From an optimization exercise on the open Yosys and OpenROAD flow, aimed at small area, a short achievable clock period and few clock cycles; shortcuts taken in it are not production practice. At most, simulation tests tie the RTL to the original design; equivalence was not proved. Power figures rest on the tool's default switching activity, not on a simulated workload.

==> flow/design.v <==
module SD(
    clk,
    rst_n,
    in_valid,
    in,
    out_valid,
    out
    );
input            clk, rst_n, in_valid;
input      [3:0] in;
output reg       out_valid;
output reg [3:0] out;
localparam P_IN  = 2'd0;     
localparam P_SLV = 2'd1;     
localparam P_OUT = 2'd2;     
reg  [1:0] phase;
wire       ph_in  = (phase == P_IN);
wire       ph_out = (phase == P_OUT);
reg [1:0] xo, xs, yo, ys;
wire last_x   = (xo == 2'd2) & (xs == 2'd2);
wire last_y   = (yo == 2'd2) & (ys == 2'd2);
wire first_x  = (xo == 2'd0) & (xs == 2'd0);
wire first_y  = (yo == 2'd0) & (ys == 2'd0);
wire last_in  = in_valid & last_x & last_y;      
wire is_blank = in_valid & (in == 4'd0);
wire [8:0] din;
genvar g;
generate
    for (g = 0; g < 9; g = g + 1) begin : g_din
        assign din[g] = (in == g + 1);
    end
endgenerate
reg [8:0] colr [0:8];
wire [8:0] col_old = first_y ? 9'd0 : colr[8];
integer i;
always @(posedge clk) begin
    colr[0] <= col_old | din;
    for (i = 1; i < 9; i = i + 1)
        colr[i] <= colr[i-1];
end
reg [8:0] boxm [0:2];
wire box_new = (yo == 2'd0) & (xo == 2'd0);
generate
    for (g = 0; g < 3; g = g + 1) begin : g_box
        always @(posedge clk)
            if (xs == g)
                boxm[g] <= (box_new ? 9'd0 : boxm[g]) | din;
    end
endgenerate
wire [8:0] box_old = box_new ? 9'd0 : boxm[xs];
reg [8:0] rowm;
wire [8:0] row_old = first_x ? 9'd0 : rowm;
always @(posedge clk)
    rowm <= row_old | din;
reg  [8:0] ex;               
wire [8:0] slot = {ex[7:0], 1'b1} & ~ex;
reg [8:0] cand  [0:8];       
reg [1:0] bxs   [0:8];       
reg [1:0] bxo   [0:8];
reg [8:0] inrow;             
reg [8:0] inband;            
wire [8:0] related;          
wire [8:0] new_cand = ~(col_old | box_old | row_old);
generate
    for (g = 0; g < 9; g = g + 1) begin : g_blank
        wire same_stack = (bxs[g] == xs);
        assign related[g] = inrow[g] | (inband[g] & same_stack) | (same_stack & (bxo[g] == xo));
        always @(posedge clk) begin
            if (slot[g]) begin
                cand[g]   <= new_cand;
                bxs[g]    <= xs;
                bxo[g]    <= xo;
                inrow[g]  <= ~last_x;
                inband[g] <= ~(last_x & (yo == 2'd2));
            end
            else begin
                if (related[g] & ph_in)
                    cand[g] <= cand[g] & ~din;
                if (last_x)
                    inrow[g] <= 1'b0;
                if (last_x & (yo == 2'd2))
                    inband[g] <= 1'b0;
            end
        end
    end
endgenerate
reg [35:0] relt;
generate
    for (g = 1; g < 9; g = g + 1) begin : g_rel
        always @(posedge clk)
            if (slot[g]) relt[g*(g-1)/2 +: g] <= related[g-1:0];
    end
endgenerate
reg  [8:0] val [0:8];        
reg  [9:0] cur;              
reg        retry;            
reg        ph_b;             
reg  [8:0] avail_r;          
reg  [8:0] jmp_r;            
wire [8:0] below;
assign below[0] = |cur[9:1];
generate
    for (g = 1; g < 9; g = g + 1) begin : g_below
        assign below[g] = below[g-1] & ~cur[g];
    end
endgenerate
wire [8:0] viol;
wire [8:0] jmp;
generate
    for (g = 0; g < 9; g = g + 1) begin : g_viol
        assign viol[g] = below[g] & ~|(val[g] & cand[g]);
        if (g == 0) begin : g0
            assign jmp[g] = viol[g];
        end else begin : gn
            assign jmp[g] = viol[g] & ~|viol[g-1:0];
        end
    end
endgenerate
wire any_viol = |viol;
wire [8:0] jmp_now = jmp_r & (below | cur[8:0]);
wire       do_jmp  = |jmp_now;
reg  [8:0] cand_c;
reg  [8:0] rel_c;
reg  [8:0] val_c;
always @(*) begin
    cand_c = 9'd0;
    rel_c  = 9'd0;
    val_c  = (cur[9] ? val[0] : 9'd0);
    for (i = 0; i < 9; i = i + 1) begin
        cand_c = cand_c | ({9{cur[i]}} & cand[i]);
        val_c  = val_c  | ({9{cur[i]}} & val[i]);
    end
    for (i = 1; i < 9; i = i + 1)
        rel_c  = rel_c  | ({9{cur[i]}} & ({9'd0, relt} >> (i*(i-1)/2)) & ((9'd1 << i) - 9'd1));
end
reg [8:0] used;
always @(*) begin
    used = 9'd0;
    for (i = 0; i < 8; i = i + 1)
        used = used | ({9{rel_c[i]}} & val[i]);
end
wire [8:0] above;
assign above[0] = ~retry;
generate
    for (g = 1; g < 9; g = g + 1) begin : g_above
        assign above[g] = ~retry | (|val_c[g-1:0]);
    end
endgenerate
wire [8:0] avail = cand_c & ~used & above;
always @(posedge clk)
    avail_r <= avail;
wire [8:0] pick;              
assign pick[0] = avail_r[0];
generate
    for (g = 1; g < 9; g = g + 1) begin : g_pick
        assign pick[g] = avail_r[g] & ~|avail_r[g-1:0];
    end
endgenerate
wire found = |avail_r;
wire can_step = |(cur[8:0] & ex);
wire stepped  = ~ph_out & ~do_jmp & ph_b;
wire done = (phase == P_SLV) & cur[9] & ~any_viol;
always @(posedge clk or negedge rst_n) begin
    if (!rst_n) begin
        cur    <= 10'd1;
        retry  <= 1'b0;
        ph_b   <= 1'b0;
        jmp_r  <= 9'd0;
    end
    else begin
        jmp_r  <= ph_out ? 9'd0 : jmp;
        ph_b   <= ~ph_out & ~do_jmp & ~ph_b & can_step;
        if (ph_out) begin
            cur   <= cur[9] ? 10'd1 : {cur[8:0], 1'b0};
            retry <= 1'b0;
        end
        else if (done) begin
            cur   <= 10'd2;
            retry <= 1'b0;
        end
        else if (do_jmp) begin
            cur   <= {1'b0, jmp_now};
            retry <= 1'b1;
        end
        else if (ph_b) begin
            cur   <= found ? {cur[8:0], 1'b0} : {1'b0, cur[9:1]};
            retry <= ~found;
        end
    end
end
generate
    for (g = 0; g < 9; g = g + 1) begin : g_val
        always @(posedge clk)
            if (cur[g] & stepped)
                val[g] <= pick;
    end
endgenerate
always @(posedge clk or negedge rst_n)
    if (!rst_n) ex <= 9'd0;
    else if (done) ex <= 9'd0;
    else if (is_blank) ex <= ex | slot;
always @(posedge clk or negedge rst_n) begin
    if (!rst_n)
        phase <= P_IN;
    else case (phase)
        P_IN:    if (last_in) phase <= P_SLV;
        P_SLV:   if (done) phase <= P_OUT;
        default: if (cur[9]) phase <= P_IN;
    endcase
end
always @(posedge clk or negedge rst_n) begin
    if (!rst_n) begin
        xo <= 2'd0; xs <= 2'd0; yo <= 2'd0; ys <= 2'd0;
    end
    else if (in_valid) begin
        xo <= (xo == 2'd2) ? 2'd0 : xo + 2'd1;
        if (xo == 2'd2) begin
            xs <= (xs == 2'd2) ? 2'd0 : xs + 2'd1;
            if (xs == 2'd2) begin
                yo <= (yo == 2'd2) ? 2'd0 : yo + 2'd1;
                if (yo == 2'd2)
                    ys <= (ys == 2'd2) ? 2'd0 : ys + 2'd1;
            end
        end
    end
end
wire emit = done | (ph_out & ~cur[9]);
always @(posedge clk or negedge rst_n) begin
    if (!rst_n) begin
        out_valid <= 1'b0;
        out       <= 4'd0;
    end
    else begin
        out_valid <= emit;
        out       <= emit ? {val_c[7] | val_c[8],
                             val_c[3] | val_c[4] | val_c[5] | val_c[6],
                             val_c[1] | val_c[2] | val_c[5] | val_c[6],
                             val_c[0] | val_c[2] | val_c[4] | val_c[6] | val_c[8]} : 4'd0;
    end
end
endmodule
==> flow/config.mk <==
export PLATFORM = sky130hd
export DESIGN_NAME = SD
export DESIGN_NICKNAME = SD
export VERILOG_FILES = /design/flow/design.v
export SDC_FILE = /design/flow/constraint.sdc
export NUM_CORES = 4
export LEC_CHECK = 0
export ABC_CLOCK_PERIOD_IN_PS = 3000
export CAP_MARGIN = 20
export CORE_MARGIN = 2
export CORE_UTILIZATION = 60
export CTS_BUF_LIST = sky130_fd_sc_hd__clkbuf_16
export CTS_CLUSTER_DIAMETER = 100
export CTS_CLUSTER_SIZE = 24
export SLEW_MARGIN = 20
==> flow/constraint.sdc <==
create_clock -name core_clock -period 8.5 [get_ports {clk}]
set_input_delay 1.7000 -clock core_clock [delete_from_list [all_inputs] [get_ports {clk}]]
set_output_delay 1.7000 -clock core_clock [all_outputs]
set_load 0.01 [all_outputs]
standard.sh (not shown) runs the stock make flow with config.mk's settings and CLKGATE_MAP_FILE= SYNTH_SCRIPT=/design/flow/synth_recipe.tcl, a recipe that flattens the netlist after the stock synthesis.
==> flow/flow/run.sh <==
#!/bin/bash
# The standard layout, with two changes to how it is made:
#  - port buffers are buf_2 cells (buffer_ports would otherwise pick a delay cell)
#  - timing repair aims past the target period (the clock period is unchanged)
set -euo pipefail
MARGIN=$(cat flow/margin.txt)
bash standard.sh finish \
  "BUFFER_PORTS_ARGS=-buffer_cell sky130_fd_sc_hd__buf_2" \
  "SETUP_SLACK_MARGIN=${MARGIN}" > standard.log 2>&1
==> flow/flow/margin.txt <==
5.5
Then changed:
--- a/flow/design.v
+++ b/flow/design.v
@@ -90,22 +90,17 @@
         always @(posedge clk)
             if (slot[g]) relt[g*(g-1)/2 +: g] <= related[g-1:0];
     end
 endgenerate
 reg  [8:0] val [0:8];        
-reg  [9:0] cur;              
+reg  [9:1] le;
+wire [9:0] cur = {le, 1'b1} & ~{1'b0, le};
 reg        retry;            
 reg        ph_b;             
 reg  [8:0] avail_r;          
 reg  [8:0] jmp_r;            
-wire [8:0] below;
-assign below[0] = |cur[9:1];
-generate
-    for (g = 1; g < 9; g = g + 1) begin : g_below
-        assign below[g] = below[g-1] & ~cur[g];
-    end
-endgenerate
+wire [8:0] below = le[9:1];
 wire [8:0] viol;
 wire [8:0] jmp;
 generate
     for (g = 0; g < 9; g = g + 1) begin : g_viol
         assign viol[g] = below[g] & ~|(val[g] & cand[g]);
@@ -158,34 +153,41 @@
 endgenerate
 wire found = |avail_r;
 wire can_step = |(cur[8:0] & ex);
 wire stepped  = ~ph_out & ~do_jmp & ph_b;
 wire done = (phase == P_SLV) & cur[9] & ~any_viol;
+wire [9:1] jmp_le;
+assign jmp_le[9] = 1'b0;
+generate
+    for (g = 1; g < 9; g = g + 1) begin : g_jl
+        assign jmp_le[g] = |jmp_now[8:g];
+    end
+endgenerate
 always @(posedge clk or negedge rst_n) begin
     if (!rst_n) begin
-        cur    <= 10'd1;
+        le     <= 9'd0;
         retry  <= 1'b0;
         ph_b   <= 1'b0;
         jmp_r  <= 9'd0;
     end
     else begin
         jmp_r  <= ph_out ? 9'd0 : jmp;
         ph_b   <= ~ph_out & ~do_jmp & ~ph_b & can_step;
         if (ph_out) begin
-            cur   <= cur[9] ? 10'd1 : {cur[8:0], 1'b0};
+            le    <= le[9] ? 9'd0 : {le[8:1], 1'b1};
             retry <= 1'b0;
         end
         else if (done) begin
-            cur   <= 10'd2;
+            le    <= 9'd1;
             retry <= 1'b0;
         end
         else if (do_jmp) begin
-            cur   <= {1'b0, jmp_now};
+            le    <= jmp_le;
             retry <= 1'b1;
         end
         else if (ph_b) begin
-            cur   <= found ? {cur[8:0], 1'b0} : {1'b0, cur[9:1]};
+            le    <= found ? {le[8:1], 1'b1} : {1'b0, le[9:2]};
             retry <= ~found;
         end
     end
 end
 generate
Design area shrinks by 1.8%.
Power came out higher by about 50%.
Sequential share of layout area climbs by 0.96 points.
Global-route usage increases by 0.60 points.
Setup slack gets better by 0.043 ns.
Via count shrinks by 2.3%.
Non-clock buffer count drops by 7.
Testbench counts after the change, summed over its fixed seeds: cycles 28,958.
Only the layout flow was run in the first run of this note; the RTL was not checked for function there.

[port drivers added, routing unchanged]
In the flow no input, the clock included, has a driving cell. The finished layouts below were timed again as built, in two steps. Step 1: set_driving_cell puts a clkbuf_16 on clk and a buf_2 on each other input, an assumption about the parent block. Step 2 moves the port delays by t, midway between the first and last clock arrival at a register: inputs arrive t later, outputs are due t later. That takes back most of the time a late clock gives input paths. Three values: ideal ports, drivers, drivers and shift; two values: the first two.
| run | shift t [ns] | slack for setup (ns) | worst hold slack (ns) | worst setup path at the end |
|---|---|---|---|---|
| the first run | 0.594 | 5.509 / 5.510 / 5.102 | 0.319 / 0.319 / 0.319 | input to register |
| the second run | 0.607 | 5.552 / 5.552 / 5.127 | 0.305 / 0.305 / 0.305 | input to register |
After both steps every run listed still meets setup and hold. For the second run, which loses most, drivers alone change the setup slack by 0.000 ns; drivers and shift together by -0.425 ns.
